This is an optimization exercise on Yosys and OpenROAD, whose aim is small area, not a production implementation.
Only simulation tests tie the RTL to the original design; equivalence was not proved.
No activity file was given, so power comes from the tool's default toggle rates.

==> wip/maple <==
==> flow/design.v <==
`timescale 1ns / 1ps
module ClockDivider(
    input clk,
    input reset,
    output reg [3:0] b,
    output wire rise_2Hz,
    output wire rise_4Hz,
    output wire rise_500Hz
);
    reg [12:0] f;
    reg [13:0] h;
    reg [5:0] q;
    wire f_end = ((f ^ 13'b1000011001111) & 13'b0101111111101) == 0;
    wire h_end = ((h ^ 14'b10010001000110) & 14'b01101111111111) == 0;
    wire q_end = ((q ^ 6'b110100) & 6'b010111) == 0;
    assign rise_4Hz   = f_end & ~b[0];
    assign rise_2Hz   = h_end & ~b[0];
    assign rise_500Hz = q_end & ~b[0];
    always @(posedge clk or posedge reset) begin
        if (reset) begin
            b <= 4'd0;
            f <= 13'b0000110011110;
            h <= 14'b00100010001100;
            q <= 6'b101000;
        end else begin
            b <= b + 4'd1;
            f <= {f[11:0], ~(f[12] ^ f[0]) ^ f_end};
            h <= {h[12:0], h[13] ^ h[12] ^ h_end};
            q <= {q[4:0], q[5] ^ q[0] ^ q_end};
        end
    end
endmodule
`timescale 1ns / 1ps
module Debouncer(
    input clk,
    input reset,
    input button,
    output wire debounce
);
    reg button_sync;
    reg button_sync_prev;
    reg [12:0] c;
    wire waiting = ~|c[11:0];
    assign debounce = waiting & c[12];
    wire fb = waiting ? (button_sync & ~button_sync_prev) : (c[12] ^ c[2]);
    always @(posedge clk or posedge reset) begin
        if (reset) begin
            button_sync <= 1'b0;
            c <= 13'd0;
        end else begin
            button_sync <= button;
            c <= {c[11:0], fb};
        end
    end
    always @(posedge clk)
        button_sync_prev <= button_sync;
endmodule
`timescale 1ns / 1ps
module refresher250ms (
    input clk,
    input rst,
    input [3:0] b,
    output wire measure,
    output wire trig_done
);
    reg [9:0] r;
    wire r_end = ((r ^ 10'b0000011010) & 10'b0111110111) == 0;
    assign measure   = r_end & (&b);
    assign trig_done = (({b, r} ^ 14'b10001000101110) & 14'b00000000111100) == 0;
    always @(posedge clk or posedge rst) begin
        if (rst)
            r <= 10'b0000110100;
        else
            r <= {r[8:0], ~(r[9] ^ r[2]) ^ r_end};
    end
endmodule
module UltraSonicSensor (
    input clk,
    input rst,
    input measure,
    input trig_done,
    input echo,
    output wire trig,
    output reg exit_car
);
    localparam IDLE = 2'b00, TRIGGER = 2'b01, WAIT = 2'b11, COUNTECHO = 2'b10;
    reg [1:0] state;
    reg below;
    reg [21:0] ecount;
    wire inIDLE = (state == IDLE);
    wire inCOUNT = (state == COUNTECHO);
    assign trig = (state == TRIGGER);
    wire zero21 = ~|ecount[20:0];
    wire wrap = ecount[21] & zero21;               
    wire at695 = ((ecount ^ 22'b1111111111000000000011) & 22'b0001001001100000000001) == 0;   
    always @(posedge clk or posedge rst) begin
        if (rst) begin
            state <= IDLE;
            exit_car <= 1'b0;
            below <= 1'b1;
        end else begin
            case (state)
                IDLE:      state <= measure ? TRIGGER : IDLE;
                TRIGGER:   state <= trig_done ? WAIT : TRIGGER;
                WAIT:      state <= echo ? COUNTECHO : WAIT;
                COUNTECHO: state <= echo ? COUNTECHO : IDLE;
            endcase
            if (inIDLE)
                exit_car <= below;
            if (inCOUNT)
                below <= (below & ~at695) | wrap;
            else if (state == WAIT)
                below <= 1'b1;
        end
    end
    always @(posedge clk)
        ecount <= {ecount[20:0], inCOUNT & (ecount[21] ^ ecount[20] ^ zero21)};
endmodule
`timescale 1ns / 1ps
module ParkingFSM (
    input wire clk,
    input wire reset,
    input wire entry_sensor,
    input wire exit_sensor,
    input wire [1:0] exit_location,
    output reg door_open,
    output reg full_light,
    output reg [3:0] current_state
);
    wire [3:0] loc_bit = 4'b0001 << exit_location;
    wire full = &current_state;
    wire leave = exit_sensor & |(current_state & loc_bit);
    wire [3:0] free = ~current_state;
    wire [3:0] take = free & ~{free[2:0], 1'b0} & ~{free[1:0], 2'b0} & ~{free[0], 3'b0};
    always @(posedge clk or posedge reset) begin
        if (reset) begin
            current_state <= 4'b0000;
            door_open <= 1'b0;
            full_light <= 1'b0;
        end else begin
            if (exit_sensor)
                current_state <= current_state & ~loc_bit;
            else if (entry_sensor)
                current_state <= current_state | take;
            door_open <= leave | (entry_sensor & ~full);
            full_light <= ~leave & entry_sensor & full;
        end
    end
endmodule
module SevenSegmentDisplay (
    input clk, input reset, input tick, input [3:0] slots,
    output wire [7:0] seg_out, output wire [4:0] anode);
    reg [1:0] mux_index;
    always @(posedge clk or posedge reset)
        if (reset) mux_index <= 2'b00;
        else if (tick) mux_index <= {mux_index[0], ~mux_index[1]};
    wire n00, n01, n02, n03, n04, n05, n06, n07, n08, n09, n10, n11, n12, n13, n14, n15, n16, n17, n18, n19, n20, n21, n22, n23, n24, n25, n26, n27, n28;
    assign anode[0] = ~(mux_index[0] | mux_index[1]);
    assign n00 = ~mux_index[0];
    assign n01 = ~mux_index[1];
    assign anode[2] = ~(n00 | n01);
    assign anode[1] = ~(mux_index[1] | n00);
    assign anode[3] = ~(mux_index[0] | n01);
    assign n02 = ~(slots[1] | slots[0]);
    assign n03 = ~slots[1];
    assign n04 = ~slots[0];
    assign n05 = ~(n03 | n04);
    assign n06 = ~(n02 | n05);
    assign n07 = ~(slots[2] | slots[3]);
    assign n08 = ~slots[2];
    assign n09 = ~slots[3];
    assign n10 = ~(n08 | n09);
    assign n11 = ~(n07 | n10);
    assign n12 = n06 ^ n11;
    assign n13 = ~(n12 & anode[2]);
    assign n14 = ~((slots[2] | n03) & slots[0] & anode[0]);
    assign n15 = ~n05;
    assign n16 = ~n10;
    assign n17 = ~(n15 | n16);
    assign n18 = ~(n17 & anode[1]);
    assign n19 = ~(n13 & n14 & n18);
    assign n20 = ~n19;
    assign n21 = ~(n02 & n07);
    assign n22 = ~(n21 & anode[2]);
    assign n23 = ~((n02 | n16) & (n15 | n07));
    assign n24 = ~(n16 & anode[0] & n05);
    assign n25 = (n22 | n23) & n24;
    assign n26 = ~(n20 & n25);
    assign seg_out[5] = ~n26;
    assign seg_out[1] = ~(n17 & n01);
    assign n27 = ~(anode[2] & n02 & n07);
    assign seg_out[6] = ~(n25 & seg_out[1] & n27);
    assign n28 = ~(seg_out[1] & n27);
    assign seg_out[2] = ~((n20 | n28) & n26);
    assign seg_out[4] = ~(n28 | n19);
    assign seg_out[0] = ~((n28 | n19) & n25);
    assign anode[4] = 1'h0;
    assign { seg_out[7], seg_out[3] } = { 1'h0, seg_out[0] };
endmodule
`timescale 1ns / 1ps
module TopModule(
    input wire clk,
    input wire reset,
    input wire entry_sensor,
    input wire exit_sensor,
    input wire [1:0] exit_location,  
    output reg door_status_light,    
    output reg lot_full_light,       
    output wire [3:0] parking_state,
    output wire [7:0] seg_out,
    output wire [4:0] anode,
    input wire echo,
    output trig
);
    wire rise_2Hz, rise_4Hz, rise_500Hz;
    wire measure, trig_done;
    wire entry_pulse;
    wire exit_car;
    wire door_open, full_light;
    wire [3:0] n16;
    ClockDivider clock_divider (
        .clk(clk), .reset(reset), .b(n16),
        .rise_2Hz(rise_2Hz), .rise_4Hz(rise_4Hz), .rise_500Hz(rise_500Hz)
    );
    Debouncer entry_debouncer (
        .clk(clk), .reset(reset), .button(~entry_sensor), .debounce(entry_pulse)
    );
    refresher250ms refresher_inst (
        .clk(clk), .rst(reset), .b(n16), .measure(measure), .trig_done(trig_done)
    );
    UltraSonicSensor sensor (
        .clk(clk), .rst(reset), .measure(measure), .trig_done(trig_done),
        .echo(echo), .trig(trig), .exit_car(exit_car)
    );
    ParkingFSM parking_fsm (
        .clk(clk), .reset(reset),
        .entry_sensor(entry_pulse), .exit_sensor(exit_car), .exit_location(exit_location),
        .door_open(door_open), .full_light(full_light), .current_state(parking_state)
    );
    reg [4:0] door_step;
    wire door_end = ~|(door_step & 5'b10110);
    always @(posedge clk or posedge reset) begin
        if (reset) begin
            door_status_light <= 1'b0;
            door_step <= 5'b00000;
        end else if (door_open) begin
            door_status_light <= 1'b1;
            door_step <= 5'b00010;
        end else if (rise_4Hz && (door_status_light || !door_end)) begin
            door_status_light <= ~door_status_light;
            if (!door_status_light)
                door_step <= {door_step[3:0], ~(door_step[4] ^ door_step[0])};
        end
    end
    reg [1:0] full_step;
    always @(posedge clk or posedge reset) begin
        if (reset) begin
            lot_full_light <= 1'b0;
            full_step <= 2'b00;
        end else if (full_light) begin
            lot_full_light <= 1'b1;
            full_step <= 2'b11;
        end else if (rise_2Hz && (lot_full_light || full_step[1])) begin
            lot_full_light <= ~lot_full_light;
            if (!lot_full_light)
                full_step <= {full_step[0], 1'b0};
        end
    end
    SevenSegmentDisplay seven_segment_display (
        .clk(clk), .reset(reset), .tick(rise_500Hz), .slots(parking_state),
        .seg_out(seg_out), .anode(anode)
    );
endmodule
==> flow/flow/run.sh <==
#!/bin/bash
set -euo pipefail
export BUFFER_PORTS_ARGS="-buffer_cell sky130_fd_sc_hd__buf_1"
export CTS_ARGS="-sink_clustering_enable -repair_clock_nets -dont_use_dummy_load"
export POST_FLOORPLAN_TCL="$(pwd)/flow/downsize.tcl"
bash standard.sh finish > standard_flow.log 2>&1
==> flow/flow/downsize.tcl <==
# Swap every logic cell the synthesis sized up for its smallest drive-strength
# variant (same function and pins); the placement's repair_design sizes up
# again wherever slew, capacitance or timing needs it. Taps, fills and clock
# buffers are left alone.
set db [ord::get_db]
set block [[$db getChip] getBlock]
set dont_use [split $::env(DONT_USE_CELLS)]
set swapped 0
set saved 0
foreach inst [$block getInsts] {
  set m [$inst getMaster]
  set name [$m getName]
  if {![regexp {^(sky130_fd_sc_hd__[a-z0-9]+)_([0-9]+)$} $name -> base drv]} { continue }
  if {[regexp {tap|fill|decap|clkbuf|clkinv|clkdly|diode|conb} $base]} { continue }
  set best ""
  set bestw [$m getWidth]
  foreach d {0 1 2 4} {
    set cname ${base}_$d
    if {$cname eq $name} { continue }
    set cand [$db findMaster $cname]
    if {$cand eq "NULL" || $cand eq ""} { continue }
    set bad 0
    foreach pat $dont_use { if {$pat ne "" && [string match $pat $cname]} { set bad 1 } }
    if {$bad} { continue }
    if {[$cand getWidth] < $bestw} { set best $cand; set bestw [$cand getWidth] }
  }
  if {$best ne ""} {
    puts "downsize: [$inst getName] $name -> [$best getName]"
    incr saved [expr {[$m getWidth] - $bestw}]
    $inst swapMaster $best
    incr swapped
  }
}
puts "downsize: swapped $swapped cells, [expr {$saved / 1000.0}] um of row width saved"
==> flow/standard.sh <==
#!/bin/bash
# synth_recipe.tcl (not shown) runs the flow's synth.tcl, then flattens the netlist and writes it again
# the make line also repeats each setting of config.mk as NAME=value (left out here)
make -C /OpenROAD-flow-scripts/flow DESIGN_CONFIG=/design/flow/config.mk WORK_HOME=/design/flow/orfs CLKGATE_MAP_FILE= SYNTH_SCRIPT=/design/flow/synth_recipe.tcl "${@:-finish}"
==> flow/config.mk <==
export PLATFORM = sky130hd
export DESIGN_NAME = TopModule
export DESIGN_NICKNAME = TopModule
export VERILOG_FILES = /design/flow/design.v
export SDC_FILE = /design/flow/constraint.sdc
export NUM_CORES = 4
export LEC_CHECK = 0
export CAP_MARGIN = 20
export CORE_MARGIN = 2
export CORE_UTILIZATION = 40
export SLEW_MARGIN = 20
==> flow/constraint.sdc <==
create_clock -name core_clock -period 10.0 [get_ports {clk}]
set_input_delay 2.0000 -clock core_clock [delete_from_list [all_inputs] [get_ports {clk}]]
set_output_delay 2.0000 -clock core_clock [all_outputs]
set_load 0.01 [all_outputs]
==> wip/delta: changes against wip/maple <==
==> flow/design.v, changed modules only <==
module SevenSegmentDisplay (
    input clk, input reset, input tick, input [3:0] slots,
    output reg [7:0] seg_out, output wire [4:0] anode);
    reg [1:0] mux_index;
    always @(posedge clk or posedge reset)
        if (reset) mux_index <= 2'b00;
        else if (tick) mux_index <= {mux_index[0], ~mux_index[1]};
    assign anode = {1'b0, mux_index == 2'b10, mux_index == 2'b11, mux_index == 2'b01, mux_index == 2'b00};
    function [7:0] seven_seg;
        input [2:0] num;
        case (num)
            3'd0: seven_seg = 8'b00111111;
            3'd1: seven_seg = 8'b00000110;
            3'd2: seven_seg = 8'b01011011;
            3'd3: seven_seg = 8'b01001111;
            3'd4: seven_seg = 8'b01100110;
            default: seven_seg = 8'b01000000;
        endcase
    endfunction
    wire full = &slots;
    reg [2:0] nfree;
    always @(*) case (slots)
        4'b0000: nfree = 3'd4;
        4'b0001, 4'b0010, 4'b0100, 4'b1000: nfree = 3'd3;
        4'b0011, 4'b0101, 4'b0110, 4'b1001, 4'b1010, 4'b1100: nfree = 3'd2;
        4'b1111: nfree = 3'd0;
        default: nfree = 3'd1;
    endcase
    wire [1:0] best = ~slots[0] ? 2'd0 : ~slots[1] ? 2'd1 : ~slots[2] ? 2'd2 : 2'd3;
    reg [2:0] digit;
    always @(*) begin
        case (mux_index)
            2'b00: digit = full ? 3'd5 : {1'b0, best};
            2'b01: digit = full ? 3'd5 : 3'd0;
            2'b11: digit = nfree;
            default: digit = 3'd0;
        endcase
        seg_out = seven_seg(digit);
    end
endmodule
==> flow/flow/run.sh (replaced) <==
#!/bin/bash
set -euo pipefail
export BUFFER_PORTS_ARGS="-buffer_cell sky130_fd_sc_hd__buf_1"
export CTS_ARGS="-sink_clustering_enable -repair_clock_nets -dont_use_dummy_load"
export POST_FLOORPLAN_TCL="$(pwd)/flow/restructure.tcl"
bash standard.sh finish > standard_flow.log 2>&1
--- a/flow/flow/downsize.tcl
+++ b/flow/flow/downsize.tcl
@@ -34 +34,34 @@
 puts "downsize: swapped $swapped cells, [expr {$saved / 1000.0}] um of row width saved"
+
+# A half adder whose SUM output drives nothing computes only COUT = A & B:
+# replace it with an and2 (and one whose COUT drives nothing with an xor2).
+proc my_net_unused {net} {
+  if {$net eq "NULL" || $net eq ""} { return 1 }
+  return [expr {[llength [$net getITerms]] <= 1 && [llength [$net getBTerms]] == 0}]
+}
+set and2 [$db findMaster sky130_fd_sc_hd__and2_1]
+set xor2 [$db findMaster sky130_fd_sc_hd__xor2_1]
+set nha 0
+foreach inst [$block getInsts] {
+  if {[[$inst getMaster] getName] ne "sky130_fd_sc_hd__ha_1"} { continue }
+  set a [[$inst findITerm A] getNet]
+  set b [[$inst findITerm B] getNet]
+  set s [[$inst findITerm SUM] getNet]
+  set c [[$inst findITerm COUT] getNet]
+  if {[my_net_unused $s]} {
+    set out $c; set m $and2
+  } elseif {[my_net_unused $c]} {
+    set out $s; set m $xor2
+  } else { continue }
+  set name [$inst getName]
+  foreach t [$inst getITerms] { if {[$t getNet] ne "NULL"} { $t disconnect } }
+  foreach n [list $s $c] { if {$n ne "NULL" && $n ne "" && $n ne $out && [llength [$n getITerms]] == 0 && [llength [$n getBTerms]] == 0} { odb::dbNet_destroy $n } }
+  odb::dbInst_destroy $inst
+  set new [odb::dbInst_create $block $m $name]
+  [$new findITerm A] connect $a
+  [$new findITerm B] connect $b
+  [$new findITerm X] connect $out
+  puts "downsize: half adder $name -> [$m getName]"
+  incr nha
+}
+puts "downsize: replaced $nha half adders"
==> flow/flow/libfilter.py (new file) <==
# libfilter.py IN.lib OUT.lib PATTERN... : copy a liberty file without the cells
# whose names match any of the (glob) patterns.
import sys, re, fnmatch
src, dst, pats = sys.argv[1], sys.argv[2], sys.argv[3:]
text = open(src).read()
starts = [m.start() for m in re.finditer(r'^    cell \(', text, re.M)]
end = text.rstrip().rfind('}')          # the library group's closing brace
out = [text[:starts[0]]]
bounds = starts + [end]
dropped = 0
for a, b in zip(bounds, bounds[1:]):
    name = re.match(r'    cell \("?([^")]+)"?\)', text[a:]).group(1)
    if any(fnmatch.fnmatch(name, p) for p in pats):
        dropped += 1
        continue
    out.append(text[a:b])
out.append(text[end:])
open(dst, 'w').write(''.join(out))
print('libfilter: dropped %d cells' % dropped)
==> flow/flow/restructure.tcl (new file) <==
# Re-map the combinational logic for area with OpenROAD's ABC-based restructure,
# on a copy of the liberty file without the platform's don't-use cells, then
# run downsize.tcl.
set here [file dirname [info script]]
set lib [lindex $::env(LIB_FILES) 0]
set wd $::env(OBJECTS_DIR)/restructure
file mkdir $wd
set flib $wd/restructure.lib
exec python3 $here/libfilter.py $lib $flib {*}$::env(DONT_USE_CELLS) >@ stdout
set lo [join $::env(TIELO_CELL_AND_PORT) "/"]
set hi [join $::env(TIEHI_CELL_AND_PORT) "/"]
set_dont_use $::env(DONT_USE_CELLS)
log_cmd restructure -target area -liberty_file $flib -tielo_port $lo -tiehi_port $hi -work_dir $wd -abc_logfile $wd/abc.log
source $here/downsize.tcl
Settings changed: CAP_MARGIN 20 to 0, SLEW_MARGIN 20 to 0.
==> comparison table <==
metric                                                                                      wip/delta                wip/maple
Status                                                                        complete, no violations  complete, no violations
Final routed wire length divided by cell count                                                12.4 µm                  12.9 µm
Clk Latency, worst-skew pair                                                                   350 ps                   360 ps
Switching component of the power                                                             0.147 mW                 0.157 mW
Final core area utilization                                                                     43.1%                    45.1%
Via count of the first global-routing pass                                                      2,031                    2,058
Avg Inst Size Synth                                                                          13.8 µm²                 13.9 µm²
Length of routed met2 wiring                                                                  2340 µm                  2390 µm
Xor and xnor area share after synthesis                                                         2.65%                    2.45%
Worst vdd ir                                                                                0.0927 mV                0.0976 mV
R2r worst-path depth                                                                                5                        4
Nonclk buf count                                                                                   24                       26
Comb. pwr                                                                                   0.0301 mW                0.0344 mW
Share of cell area taken by muxes after synthesis                                               2.10%                    2.97%
Total internal power                                                                         0.544 mW                 0.551 mW
Number of design-rule violations left by the first detailed-router iteration                       92                       79
DIE HEIGHT                                                                                    99.4 µm                  98.6 µm
Sequential share of the synthesized area                                                        69.5%                    70.8%

separate check: timing with driven ports:
The flow's constraints put no driver on any port. The routed layouts listed below were extracted and timed again, unchanged, in two steps. Step 1, drivers: a clkbuf_16 drives clk and a buf_2 each remaining input, both assumed. Step 2, shift: input delay + t, output delay - t, t = (earliest + latest rising clock arrival at the registers) / 2. This alone moves slack from input paths to output paths. Three values: ideal, step 1, step 2; two values: the first two.
| run | t, ns | setup WS [ns] | worst hold slack (ns) | worst setup path after step 2 | pins driven straight from the clock port |
|---|---|---|---|---|---|
| wip/maple | 0.373 | 5.902 / 5.874 / 6.247 | 0.341 / 0.341 / 0.341 | register to output | 1 |
| wip/delta | 0.368 | 5.370 / 5.341 / 5.709 | 0.334 / 0.334 / 0.334 | register to output | 1 |
After both steps setup and hold are still met in every run listed.
